Context: an optimization exercise on an open-source flow, tuned for small area and few clock cycles. The choices shown serve that exercise and are no tape-out recipe.
Function was checked by simulation only, so behaviour that the tests miss may differ from the original.
No activity file was given, so power comes from the tool's default toggle rates.

==> inputs of 09-19 <==
==> flow/design.v (excerpt) <==
module rwt_sample_pack #(
  parameter UWIDTH = 56
)(
  input               clk,
  input               aresetn,
  output              s_axi_ready,
  input               s_axi_valid,
  input [3:0]         s_axi_enables,
  input [63:0]        s_axi_data,
  input [UWIDTH-1:0]  s_axi_user,
  input               s_axi_last,
  input               m_axi_ready,
  output              m_axi_valid,
  output [63:0]       m_axi_data,
  output [UWIDTH-1:0] m_axi_user,
  output              m_axi_last
);
  wire        en_a = |s_axi_enables[1:0];
  wire        en_b = |s_axi_enables[3:2];
  wire        both = en_a & en_b;
  wire [31:0] half = en_a ? s_axi_data[31:0] : s_axi_data[63:32];
  reg         out_valid;
  reg         hold_valid;
  reg [31:0]  out_hi;       
  reg [31:0]  out_lo;
  reg [UWIDTH-1:0] out_user;
  reg         out_last;     
  wire        free = ~out_valid | m_axi_ready;
  assign s_axi_ready = free;
  assign m_axi_valid = out_valid;
  assign m_axi_data  = {out_hi, out_lo};
  assign m_axi_user  = out_user;
  assign m_axi_last  = out_last;
  always @(posedge clk)
  begin
    if (aresetn == 1'b0) begin
      out_valid <= 1'b0;
      hold_valid <= 1'b0;
    end else if (free) begin
      out_valid <= s_axi_valid & (hold_valid | both);
      if (s_axi_valid)
        hold_valid <= ~hold_valid & ~both;
    end
  end
  always @(posedge clk)
  begin
    if (free) begin
      out_lo <= half;
      out_user <= s_axi_user;
      out_last <= s_axi_last | (hold_valid & out_last);
      if (~hold_valid)
        out_hi <= (en_a & ~en_b) ? s_axi_data[31:0] : s_axi_data[63:32];
    end
  end
endmodule
export LEC_CHECK = 0
export ABC_AREA = 1
export CAP_MARGIN = 20
export CORE_MARGIN = 2
export CORE_UTILIZATION = 50
export CTS_BUF_LIST = sky130_fd_sc_hd__clkbuf_4
export PLACE_DENSITY = 0.6
export SLEW_MARGIN = 20
create_clock -name core_clock -period 4.0 [get_ports {clk}]
standard.sh (not shown) runs the stock make flow with config.mk's settings and CLKGATE_MAP_FILE= SYNTH_SCRIPT=/design/flow/synth_recipe.tcl, a recipe that flattens the netlist after the stock synthesis.
==> flow/flow/run.sh <==
#!/bin/bash
# The standard layout, with every port buffered by the smallest buffer
# (sky130_fd_sc_hd__buf_1) instead of the one buffer_ports picks by default.
set -euo pipefail
bash standard.sh "BUFFER_PORTS_ARGS=-buffer_cell sky130_fd_sc_hd__buf_1" finish > make_finish.log 2>&1
==> 01-11: changes against 09-19 <==
CORE_UTILIZATION = 35   (was 50)
==> notes <==
09-19 went through all stages and came out clean. 01-11 finished clean. Against 09-19, the register-to-register slack of 01-11 is better by 0.23 ns. Of 01-11 and 09-19, 01-11 has the higher routed wire length (gap 2.4%, measured against 09-19). In non-clock buffer count, 01-11 and 09-19 do not differ. First-iteration DRC count: 01-11 is larger than 09-19 (about 40%). Of 01-11 and 09-19, 09-19 has the higher clock skew (gap 0.0039 ns). Power is about the same in 09-19 and 01-11.
==> figures <==
Run status: 01-11 complete, no violations; 09-19 complete, no violations
Crit path max-delay cell type: 01-11 dfxtp_1; 09-19 clkinv_2
Fraction of power consumed by combinational cells: 01-11 0.119; 09-19 0.120
GR Util met1: 01-11 0.165; 09-19 0.232
Fraction of power spent switching nets: 01-11 0.261; 09-19 0.258
Final Cell Area: 01-11 6150 sq um; 09-19 6110 sq um
Setup slack of the critical path after layout: 01-11 1.34 ns; 09-19 1.26 ns
Sequential share of cell area: 01-11 0.597; 09-19 0.601
Vias per std cell: 01-11 4.32; 09-19 4.57
Arrival time of the worst setup path: 01-11 1.86 ns; 09-19 1.94 ns
Clk latency of the worst-skew pair: 01-11 0.52 ns; 09-19 0.50 ns
N_diodes: 01-11 1; 09-19 0
Wl on met1: 01-11 4300 um; 09-19 4130 um
Core Footprint: 01-11 13,300 sq um; 09-19 9240 sq um
Testbench counts of 09-19, summed over its fixed seeds: cycles 26,703.
Testbench counts of 01-11, summed over its fixed seeds: cycles 26,703.

---

==> job 8247: inputs <==
Starting RTL as in the previous note.
Settings: LEC_CHECK=0, CAP_MARGIN=20, CORE_MARGIN=2, CORE_UTILIZATION=35, CTS_BUF_LIST=sky130_fd_sc_hd__clkbuf_4 sky130_fd_sc_hd__clkbuf_8, PLACE_DENSITY=0.6, SLEW_MARGIN=20; clock period 4.0 ns.
==> flow/flow/run.sh <==
#!/bin/bash
# The standard layout, with two changes: every port is buffered by the
# smallest buffer (sky130_fd_sc_hd__buf_1) instead of the one buffer_ports
# picks by default, and before the placement's repair_design, cells off the
# critical paths are downsized (repair_timing -recover_power, in
# flow/pre_resize.tcl); repair_design then fixes any slew or load the
# downsizing broke.
set -euo pipefail
bash standard.sh "BUFFER_PORTS_ARGS=-buffer_cell sky130_fd_sc_hd__buf_1" \
  "PRE_RESIZE_TCL=$(pwd)/flow/pre_resize.tcl" finish > make_finish.log 2>&1
==> flow/flow/pre_resize.tcl <==
# Downsize cells off the critical paths before repair_design.
set_dont_use $::env(DONT_USE_CELLS)
estimate_parasitics -placement
repair_timing -verbose -recover_power 100
==> inputs of job 8381, as changes to job 8247 <==
==> flow/flow/run.sh (replaced) <==
#!/bin/bash
# The standard layout, with two changes: every port is buffered by the
# smallest buffer (sky130_fd_sc_hd__buf_1) instead of the one buffer_ports
# picks by default, and after global routing cells off the critical paths are
# downsized (repair_timing -recover_power).
set -euo pipefail
bash standard.sh "BUFFER_PORTS_ARGS=-buffer_cell sky130_fd_sc_hd__buf_1" RECOVER_POWER=100 finish > make_finish.log 2>&1
Settings changed: CTS_BUF_LIST sky130_fd_sc_hd__clkbuf_4 sky130_fd_sc_hd__clkbuf_8 to sky130_fd_sc_hd__clkbuf_4, CTS_CLUSTER_SIZE from default to 12.
removed: flow/flow/pre_resize.tcl
==> inputs of job 5455, as changes to job 8247 <==
Settings changed: CORE_UTILIZATION 35 to 50, CTS_BUF_LIST sky130_fd_sc_hd__clkbuf_4 sky130_fd_sc_hd__clkbuf_8 to sky130_fd_sc_hd__clkbuf_4, PLACE_DENSITY 0.6 to 0.8.
==> impl_metrics.sql <==
INSERT INTO impl_metrics (metric_group, metric, value, unit) VALUES
('status', 'outcome', 'finished with violations', ''),
('global_route', 'grt_first_pass_wirelength', '14.8', 'mm'),
('worst_hold_path', 'min-delay-start', 's_axi_user[5]', ''),
('sta', 'report.final.slew_viol_count', '66', ''),
('power_and_ir_drop', 'power_per_cell_area', '463', 'mW/mm^2'),
('sta', 'final.period_utilization', '65.2', '%'),
('placement', 'placedInstanceArea', '0.00578', 'sq mm'),
('final_layout', 'multi_input_area', '812', 'sq um'),
('floorplanning', 'placeableCoreArea', '0.0131', 'sq mm'),
('cts', 'clk_latency', '0.51', 'ns'),
('floorplanning', 'dieArea', '0.0142', 'sq mm'),
('critical_path', 'worst-endpoint-arrival', '2.87', 'ns'),
('status', 'failed_checks', 'max-capacitance violations, max-slew violations', ''),
('drt', 'wl_met2', '5.23', 'mm'),
('sta', 'achievable-frequency', '383', 'MHz'),
('run', 'max_cap_viol_count', '2', ''),
('sta', 'worst_slack', '1.39', 'ns');
That was job 8381.
==> impl_metrics.sql <==
INSERT INTO impl_metrics (metric_group, metric, value, unit) VALUES
('drt', 'detailedRoute.firstIterationViolations', '108', ''),
('floorplanning', 'placeableCoreArea', '0.0131', 'sq mm'),
('critical_path', 'worst-endpoint-arrival', '1.55', 'ns'),
('final_layout', 'multi_input_area', '818', 'sq um'),
('sta', 'achievable-frequency', '425', 'MHz'),
('global_route', 'grt_first_pass_wirelength', '15.2', 'mm'),
('sta', 'final.period_utilization', '58.8', '%'),
('placement', 'placedInstanceArea', '0.00572', 'sq mm'),
('power_and_ir_drop', 'power_per_cell_area', '489', 'mW/mm^2'),
('floorplanning', 'dieArea', '0.0142', 'sq mm'),
('sta', 'report.final.slew_viol_count', '0', ''),
('run', 'max_cap_viol_count', '0', ''),
('status', 'outcome', 'finished clean', ''),
('sta', 'worst_slack', '1.65', 'ns');
That was job 8247.
==> impl_metrics.sql <==
INSERT INTO impl_metrics (metric_group, metric, value, unit) VALUES
('status', 'outcome', 'finished clean', ''),
('cts', 'clk_latency', '0.49', 'ns'),
('floorplanning', 'dieArea', '0.0101', 'sq mm'),
('global_route', 'grt_first_pass_wirelength', '15.1', 'mm'),
('run', 'max_cap_viol_count', '0', ''),
('drt', 'detail_route.wirelength.met1', '3.54', 'mm'),
('worst_hold_path', 'min-delay-start', 's_axi_user[50]', ''),
('final_layout', 'clkCellAreaFrac', '5.40', '%'),
('placement', 'placedInstanceArea', '0.00566', 'sq mm'),
('sta', 'final.period_utilization', '61.7', '%'),
('critical_path', 'worst-endpoint-arrival', '1.67', 'ns'),
('sta', 'worst_slack', '1.53', 'ns'),
('final_layout', 'multi_input_area', '818', 'sq um'),
('floorplanning', 'placeableCoreArea', '0.00911', 'sq mm'),
('placement', 'post-place-cells', '566', ''),
('sta', 'achievable-frequency', '405', 'MHz');
That was job 5455.
Testbench counts of job 8247, summed over its fixed seeds: cycles 26,703.
Testbench counts of job 8381, summed over its fixed seeds: cycles 26,703.
Testbench counts of job 5455, summed over its fixed seeds: cycles 26,703.

[separate check: timing with driven ports]
No port has a modelled driver above. Below, the same layouts with a new extraction and two added sets of constraints.
Step 1: set_driving_cell puts a clkbuf_16 on clk and a buf_2 on each other input, an assumption about the parent block.
Step 2 times the ports against the registers' clock, not the clock port: input delays grow and output delays shrink by t, the midpoint of the rising clock arrivals with the driver on.
Three values: ideal, step 1, step 2; two values: the first two.
| run | t (ns) | setup WS [ns] | worst setup path at the end | latest minus earliest clock arrival (ns) | worst slew at a driven data input, ns |
|---|---|---|---|---|---|
| 09-19 | 0.519 | 1.263 / 1.234 / 1.247 | input to output | 0.019 / 0.018 | 0.06 |
| 01-11 | 0.546 | 1.337 / 1.303 / 1.353 | input to output | 0.015 / 0.015 | 0.06 |
| job 8247 | 0.451 | 1.647 / 1.625 / 1.469 | input to register | 0.011 / 0.011 | 0.06 |
| job 8381 | 0.527 | 1.390 / 1.399 / 0.872 | input to register | 0.015 / 0.016 | 0.05 |
| job 5455 | 0.514 | 1.533 / 1.512 / 1.454 | input to register | 0.019 / 0.018 | 0.07 |
The setup slack of job 8381, which loses most, moves by +0.009 ns with the drivers and by -0.518 ns with both steps.
